Context: an optimization exercise on an open-source flow, tuned for small area, a short achievable clock period and few clock cycles per item. The choices shown serve that exercise and are no tape-out recipe. The RTL was checked by simulation tests, not by an equivalence proof against the original design.

== branch yarrow ==
Design vmicro16_core, start of the top module:
module vmicro16_core # (
    parameter DATA_WIDTH = 16,
    parameter CORE_ID    = 0
) (
    input         clk,
    input         reset,
    output [7:0]  dbug,
    output        halt,
    input  [7:0]   ints,
    input  [127:0] ints_data,
    output [7:0]   ints_ack,
    output reg [22:0] w_PADDR,
    output reg        w_PWRITE,
    output reg        w_PSELx,
    output reg        w_PENABLE,
    output reg [15:0] w_PWDATA,
    input      [15:0] w_PRDATA,
    input             w_PREADY,
    output [22:0] w2_PADDR,
    output        w2_PWRITE,
    output        w2_PSELx,
    output        w2_PENABLE,
    output [15:0] w2_PWDATA,
    input  [15:0] w2_PRDATA,
    input         w2_PREADY
);
Size: roughly 5200 cells after synthesis, ~1700 flip-flops, ~270 I/O pins.
Settings: LEC_CHECK=0, CAP_MARGIN=20, CORE_MARGIN=2, CORE_UTILIZATION=40, PLACE_DENSITY=0.7, SETUP_SLACK_MARGIN=5, SLEW_MARGIN=20, TNS_END_PERCENT=5; clock period 10.0 ns.
standard.sh (not shown) runs the stock make flow with config.mk's settings and CLKGATE_MAP_FILE= SYNTH_SCRIPT=/design/flow/synth_recipe.tcl, a recipe that flattens the netlist after the stock synthesis.
==> flow/flow/run.sh <==
#!/bin/bash
# The standard layout, with the timing repair aiming further below the clock
# period than config.mk's settings allow, and port buffers of a plain buffer
# cell instead of the slow delay buffer that buffer_ports picks by default.
set -euo pipefail
bash standard.sh SETUP_SLACK_MARGIN=7 \
    "BUFFER_PORTS_ARGS=-buffer_cell sky130_fd_sc_hd__buf_4" finish > standard.log 2>&1
Testbench counts of branch yarrow, summed over its fixed seeds: cycles 5,964, items 5,575.
Relative to branch yarrow, the following input files were edited for branch indigo:
--- a/flow/design.v
+++ b/flow/design.v
@@ -110,13 +110,12 @@
                 sw | swex,                                       
                 lw | sw | lwex | swex,                           
                 (o == 5'b00000) & in[0],                         
                 swex, lwex, mult, setc, cmp, br, ars, aru, mvi, mv, bt, sw, lw};
         end
     endfunction
-    wire [4:0] op   = ex[15:11];
     wire [2:0] rd   = ex[10:8];
     wire [4:0] s5   = ex[4:0];
     wire [7:0] imm8 = ex[7:0];
     wire op_lw    = ec[0];
     wire op_sw    = ec[1];
     wire op_bit   = ec[2];
@@ -250,14 +249,15 @@
                           ((ex[7:5] == pl_rd) & uses_ra));
     wire stall     = is_halt | hz |
                      (is_mem & apb_en & busy) | (pl_done & has_we);
     wire e_go      = ev & ~stall;
     wire issue_bus = e_go & is_mem & apb_en;
     wire redirect  = e_go & op_br & ~ex_res & cond_ok(flags, imm8);
-    assign halt = ev & is_halt & ~busy;
-    assign dbug = {7'd0, halt};
+    reg  halt_r;
+    assign halt = halt_r;
+    assign dbug = {7'd0, halt_r};
     wire [15:0] e_wdata = is_ld ? loc_rd : alu_res;
     wire        wp_en   = (e_go & has_we) | pl_done;
     wire [2:0]  wp_idx  = pl_done ? pl_rd : rd;
     wire [15:0] wp_data = pl_done ? ld_data : e_wdata;
     wire        loc_we  = e_go & is_st;
     reg reset_q;
@@ -383,12 +383,20 @@
     wire        d_redir  = d_res & cond_ok(flags, ir[7:0]);
     always @(posedge clk)
         if (reset)
             ev <= 1'b0;
         else if (e_free)
             ev <= d_go;
+    wire ev_nx   = e_free ? d_go : ev;
+    wire hlt_nx  = d_go ? d_dec[13] : is_halt;
+    wire psel_nx = issue_bus | (w_PSELx & ~bus_done);
+    always @(posedge clk)
+        if (reset)
+            halt_r <= 1'b0;
+        else
+            halt_r <= ev_nx & hlt_nx & ~psel_nx;
     always @(posedge clk) begin
         if (d_go)
             ex <= ir;
         if (d_go)
             ec <= d_dec;
         if (d_go) begin
Notes after the runs:
- Compared with branch yarrow, in branch indigo final cell count picked up an extra about 0.9%, sequential share of layout area has decreased, routed wire length on met2 higher.
- Compared to branch yarrow, the routing of branch indigo uses more wire.
- Looking at global-route usage, branch indigo sits 0.79 points above branch yarrow.
- branch indigo against branch yarrow: share of the cycle needed by the critical path after routing picked up an extra 2.0 points; wire length of the first global-routing pass picked up an extra 2.5%; count of nets after finishing picked up an extra 1.3%; setup slack of the critical path after layout lost 200 ps; distinct cell type count of the synthesized netlist lost about 19%.
- Number of iterations in the first detailed-routing pass for branch indigo: 2 up relative to branch yarrow
Testbench counts of branch indigo, summed over its fixed seeds: cycles 5,964, items 5,575.

[afterwards: timing with drivers on the ports]
How much do the figures lean on ideal ports? The routed layouts below were timed once more, with nothing changed but the port constraints. Step 1: set_driving_cell puts a clkbuf_16 on clk and a buf_2 on each other input, an assumption about the parent block. Step 2 moves the port delays by t, midway between the first and last clock arrival at a register: inputs arrive t later, outputs are due t later. That takes back most of the time a late clock gives input paths. a / b / c = ideal ports / drivers / drivers and shift; a / b = the first two.
| run | t (ns) | setup WS [ns] | latest minus earliest clock arrival (ns) | worst register clock-pin slew, ns |
|---|---|---|---|---|
| branch yarrow | 0.891 | 5.965 / 5.940 / 5.528 | 0.047 / 0.047 | 0.07 / 0.07 |
| branch indigo | 0.917 | 5.764 / 5.764 / 5.440 | 0.079 / 0.079 | 0.07 / 0.07 |
After both steps every run listed still meets setup and hold. For branch yarrow, which loses most, drivers alone change the setup slack by -0.025 ns; drivers and shift together by -0.437 ns.
